Background: an optimization exercise with open tools, aiming at small area and a short achievable clock period. Do not read the settings as production practice.
Only simulation tests tie the RTL to the original design; equivalence was not proved.
No activity file was given, so power comes from the tool's default toggle rates.

Setup of job 101:
Design encoder_3c1s_18x18, start of the top module:
module encoder_3c1s_18x18(datain, clock, codeout);
    input wire [219:0] datain;
    input wire clock;
    output wire [239:0] codeout;
    TNS_encoder_12 ecoder01( .datain(datain[10:0]), .clock(clock), .codeout(codeout[11:0]) );
    TNS_encoder_12 ecoder02( .datain(datain[21:11]), .clock(clock), .codeout(codeout[23:12]) );
    TNS_encoder_12 ecoder03( .datain(datain[32:22]), .clock(clock), .codeout(codeout[35:24]) );
    TNS_encoder_12 ecoder04( .datain(datain[43:33]), .clock(clock), .codeout(codeout[47:36]) );
    TNS_encoder_12 ecoder05( .datain(datain[54:44]), .clock(clock), .codeout(codeout[59:48]) );
    TNS_encoder_12 ecoder06( .datain(datain[65:55]), .clock(clock), .codeout(codeout[71:60]) );
    TNS_encoder_12 ecoder07( .datain(datain[76:66]), .clock(clock), .codeout(codeout[83:72]) );
    TNS_encoder_12 ecoder08( .datain(datain[87:77]), .clock(clock), .codeout(codeout[95:84]) );
    TNS_encoder_12 ecoder09( .datain(datain[98:88]), .clock(clock), .codeout(codeout[107:96]) );
  ...
For scale: about 4500 cells after synthesis, ~460 I/O pins.
Settings: LEC_CHECK=0, CAP_MARGIN=20, CORE_MARGIN=2, CORE_UTILIZATION=40, CTS_BUF_LIST=sky130_fd_sc_hd__clkbuf_1 sky130_fd_sc_hd__clkbuf_2, SLEW_MARGIN=20; clock period 12.0 ns.
standard.sh (not shown) runs the stock make flow with config.mk's settings and CLKGATE_MAP_FILE= SYNTH_SCRIPT=/design/flow/synth_recipe.tcl, a recipe that flattens the netlist after the stock synthesis.
==> flow/flow/run.sh <==
#!/bin/bash
# Own layout flow. The standard synthesis runs first, for reference. Then our own synthesis of
# the same RTL: Yosys's generic synthesis (no fsm/share passes, flattened) without its adder
# extraction, and a light ABC mapping that keeps the structure of the logic as the RTL gives it.
# Its registers are renamed to the standard synthesis's names (paired by the port each drives,
# same cell types), and it replaces the standard netlist if that pairing succeeds. Then the standard flow's
# standard layout runs from floorplan on, with buf_2 cells as the port buffers (the output
# ones become buf_1 after global placement) and a setup margin for the repair steps.
set -euo pipefail
W=$(pwd)
R=$W/orfs/results/$FLOW_PLATFORM/encoder_3c1s_18x18/base
YOSYS=yosys
[ -x "$FLOW_HOME/../tools/install/yosys/bin/yosys" ] && YOSYS=$FLOW_HOME/../tools/install/yosys/bin/yosys
LIB=$FLOW_HOME/platforms/$FLOW_PLATFORM/lib/sky130_fd_sc_hd__tt_025C_1v80.lib

bash standard.sh synth > std_synth.log 2>&1
cp $R/1_2_yosys.v $W/std_1_2_yosys.v

DU=""
for c in $(sed -n '/^export DONT_USE_CELLS/,/^$/p' $FLOW_HOME/platforms/$FLOW_PLATFORM/config.mk | grep -o 'sky130_fd_sc_hd__[a-z0-9_]*'); do
  DU="$DU -dont_use $c"
done
cat > $W/own_synth.ys <<EOT
read_verilog -sv $FLOW_DESIGN
synth -flatten -nofsm -noshare -noabc -top $FLOW_TOP
opt -purge
dfflibmap -liberty $LIB $DU
opt
abc -script $W/flow/map.abc -liberty $LIB $DU -D 12000
opt_clean -purge
hilomap -singleton -hicell sky130_fd_sc_hd__conb_1 HI -locell sky130_fd_sc_hd__conb_1 LO
splitnets
opt_clean -purge
rename -hide w:* x:* %d
stat -liberty $LIB
write_verilog -noattr -nohex -nodec $W/own_1_2_yosys.v
EOT
if $YOSYS -s $W/own_synth.ys > own_synth.log 2>&1 && \
   python3 $W/flow/regnames.py $W/std_1_2_yosys.v $W/own_1_2_yosys.v $W/own_named_1_2_yosys.v > regnames.log 2>&1; then
  echo "using own synthesis" > synth_choice.log
  cp $W/own_named_1_2_yosys.v $R/1_2_yosys.v
  touch $R/1_2_yosys.v
else
  echo "own synthesis failed or registers differ; keeping the standard netlist" > synth_choice.log
fi
export BUFFER_PORTS_ARGS="-buffer_cell sky130_fd_sc_hd__buf_2"
# ask the repair steps for more setup slack than the constraints need, to shorten the period
export SETUP_SLACK_MARGIN=7.6
export POST_GLOBAL_PLACE_TCL=$W/flow/post_gpl.tcl
# clock tree as the standard flow builds it, with the buffers of config.mk and no dummy loads
export CTS_ARGS="-sink_clustering_enable -repair_clock_nets -dont_use_dummy_load -buf_list {sky130_fd_sc_hd__clkbuf_1 sky130_fd_sc_hd__clkbuf_2}"
bash standard.sh > layout.log 2>&1
Other scripts of this flow, unchanged in this note and not shown: flow/flow/map.abc, flow/flow/post_gpl.tcl, flow/flow/regnames.py
Every stage of the flow completed for job 101, and the final layout passed the timing, design-rule and antenna checks.
Edits applied to the flow inputs when going from job 101 to job 102:
# job 101
export LEC_CHECK = 0
export CAP_MARGIN = 20
export CORE_MARGIN = 2
export CORE_UTILIZATION = 40
export CTS_BUF_LIST = sky130_fd_sc_hd__clkbuf_1 sky130_fd_sc_hd__clkbuf_2
export SLEW_MARGIN = 20
create_clock -name core_clock -period 12.0 [get_ports {clock}]
# job 102
export LEC_CHECK = 0
export CAP_MARGIN = 20
export CORE_MARGIN = 2
export CORE_UTILIZATION = 40
export SLEW_MARGIN = 20
create_clock -name core_clock -period 12.0 [get_ports {clock}]
-- flow/flow/run.sh --
<<< job 101, line 8
# ones become buf_1 after global placement) and a setup margin for the repair steps.
>>> job 102, line 8
# ones become buf_1 after global placement).
<<< job 101, line 47
# ask the repair steps for more setup slack than the constraints need, to shorten the period
export SETUP_SLACK_MARGIN=7.6
>>> job 102, line 47
<<< job 101, line 50
# clock tree as the standard flow builds it, with the buffers of config.mk and no dummy loads
export CTS_ARGS="-sink_clustering_enable -repair_clock_nets -dont_use_dummy_load -buf_list {sky130_fd_sc_hd__clkbuf_1 sky130_fd_sc_hd__clkbuf_2}"
>>> job 102, line 48
- On job 102: logic gate share of total power is 7.8 points lower than what job 101 gave.
- Per the comparison of job 102 with job 101, global-route wire length before repair ~0 delta, data required time at the worst endpoint picked up an extra 2.88 ns, power consumed by the clock network saw an increase, number of global-route vias before repair went down 219.
- Compared to job 101, job 102 has worst path setup slack after routing 0.32 ns lower.
- | power | lower: job 101 |
- Final area: job 102 and job 101 compared, higher one is job 102
- Re count of buffers added by post-CTS timing repair for setup: no difference whatsoever between job 102 and job 101.
- For the layout clock buffer count, job 102 came in 38% lower than job 101 did.
- Critical path's slowest cell = sky130_fd_sc_hd__dfxtp_1: job 101; critical path's slowest cell = sky130_fd_sc_hd__nand3b_1: job 102
#### Input delta (job 103 over job 102)
# job 102
export LEC_CHECK = 0
export CAP_MARGIN = 20
export CORE_MARGIN = 2
export CORE_UTILIZATION = 40
export SLEW_MARGIN = 20
create_clock -name core_clock -period 12.0 [get_ports {clock}]
# job 103
export LEC_CHECK = 0
export CAP_MARGIN = 20
export CORE_MARGIN = 2
export CORE_UTILIZATION = 40
export CTS_BUF_LIST = sky130_fd_sc_hd__clkbuf_2 sky130_fd_sc_hd__clkbuf_4
export SLEW_MARGIN = 20
create_clock -name core_clock -period 12.0 [get_ports {clock}]
-- flow/flow/run.sh --
<<< job 102, line 8
# ones become buf_1 after global placement).
>>> job 103, line 8
# ones become buf_1 after global placement) and a setup margin for the repair steps.
<<< job 102, line 47
>>> job 103, line 47
# ask the repair steps for more setup slack than the constraints need, to shorten the period
export SETUP_SLACK_MARGIN=7.8
<<< job 102, line 48
>>> job 103, line 50
# clock tree as the standard flow builds it, with the buffers of config.mk and no dummy loads
export CTS_ARGS="-sink_clustering_enable -repair_clock_nets -dont_use_dummy_load -buf_list {sky130_fd_sc_hd__clkbuf_2 sky130_fd_sc_hd__clkbuf_4}"
- Of job 102 and job 103, the run reporting the higher switching share of power was job 103.
- Largest vdd supply drop improves in job 103 relative to job 102.
- From job 102 to job 103 the numbers moved as follows: design area moved up; first-pass GRT wire length moved down; portion of total power attributed to combinational logic moved up.
- Delta (job 103 minus job 102): via count moved up; fraction of cell area in non-clock buffers has increased.
- The faster design of the two is job 103; job 102 tops out lower.
- Job 103 vs. job 102: non-clock buffer count went up by 31.
Edits applied to the flow inputs when going from job 103 to job 104:
# job 103
export LEC_CHECK = 0
export CAP_MARGIN = 20
export CORE_MARGIN = 2
export CORE_UTILIZATION = 40
export CTS_BUF_LIST = sky130_fd_sc_hd__clkbuf_2 sky130_fd_sc_hd__clkbuf_4
export SLEW_MARGIN = 20
create_clock -name core_clock -period 12.0 [get_ports {clock}]
# job 104
export LEC_CHECK = 0
export CAP_MARGIN = 20
export CORE_MARGIN = 2
export CORE_UTILIZATION = 40
export SLEW_MARGIN = 20
create_clock -name core_clock -period 12.0 [get_ports {clock}]
-- flow/flow/run.sh --
<<< job 103, line 48
export SETUP_SLACK_MARGIN=7.8
>>> job 104, line 48
export SETUP_SLACK_MARGIN=7.6
<<< job 103, line 50
# clock tree as the standard flow builds it, with the buffers of config.mk and no dummy loads
export CTS_ARGS="-sink_clustering_enable -repair_clock_nets -dont_use_dummy_load -buf_list {sky130_fd_sc_hd__clkbuf_2 sky130_fd_sc_hd__clkbuf_4}"
>>> job 104, line 50
# clock tree as the standard flow builds it (its own buffer choice), without dummy loads
export CTS_ARGS="-sink_clustering_enable -repair_clock_nets -dont_use_dummy_load"
- Job 104 has completed all stages; timing, DRC and antenna checks passed.
- Compared with job 103, job 104 is hungrier on power.
- Of job 104 and job 103, job 104 shows the lower highest net fanout along the worst path, with job 103 above it.
- The design area of job 104 exceeds that of job 103 by 5.7%.
- Job 104 ended up with a higher non-clock buffer count than job 103 did.
- Re post-route worst setup slack: job 104 and job 103 aren't equal, and the higher value belongs to job 103.
- Looking at total wire length after detailed routing across job 104 and job 103, the one that comes out higher is job 104.
- Between job 103 and job 104, the global-route usage does not differ in any meaningful way.
- Between job 104 and job 103, the difference in number of cells in the finished layout apart from fillers is negligible.
- Against job 103, job 104 comes in 0.0073 ns higher on post-route worst hold slack.
- Compared with job 103, job 104 shows share of the final layout cell area in sequential cells lower by 0.78 points.
- [job 104 vs job 103] net switching component of the power: higher in job 104
The inputs of job 105 differ from those of job 104 as listed below.
-- flow/flow/run.sh --
<<< job 104, line 48
export SETUP_SLACK_MARGIN=7.6
>>> job 105, line 48
export SETUP_SLACK_MARGIN=7.45
<<< job 104, line 50
# clock tree as the standard flow builds it (its own buffer choice), without dummy loads
export CTS_ARGS="-sink_clustering_enable -repair_clock_nets -dont_use_dummy_load"
>>> job 105, line 50
Findings:
- Required time at the worst-slack endpoint: job 105 vs job 104 — no meaningful difference
- Combinational cell fraction of total power is higher on job 104
- Looking at startpoint of the worst setup timing path, the datain[94] result is from job 105; the datain[118] one comes from job 104.
- Critical path depth in job 105 is 3 lower than in job 104

-- afterwards: timing with drivers on the ports --
The results above use ideal ports. As a check the final layouts listed here were re-extracted and re-timed, cells and wires unchanged. Step 1 assumes that a clkbuf_16 drives the clock port and a buf_2 every other input. Step 2 times the ports against the registers' clock, not the clock port: input delays grow and output delays shrink by t, the midpoint of the rising clock arrivals with the driver on. Slacks: ideal / step 1 / step 2; pairs: ideal / step 1.
run	shift t [ns]	slack for setup (ns)	worst register clock-pin slew, ns
job 101	1.041	7.900 / 7.839 / 6.938	0.10 / 0.10
job 102	0.619	7.582 / 7.557 / 6.938	0.06 / 0.06
job 103	0.805	7.888 / 7.912 / 7.107	0.07 / 0.07
job 104	0.611	7.672 / 7.695 / 7.084	0.06 / 0.06
job 105	0.619	7.643 / 7.615 / 6.996	0.06 / 0.06
After both steps setup and hold are still met in every run listed. For job 101, which loses most, drivers alone change the setup slack by -0.061 ns; drivers and shift together by -0.962 ns.
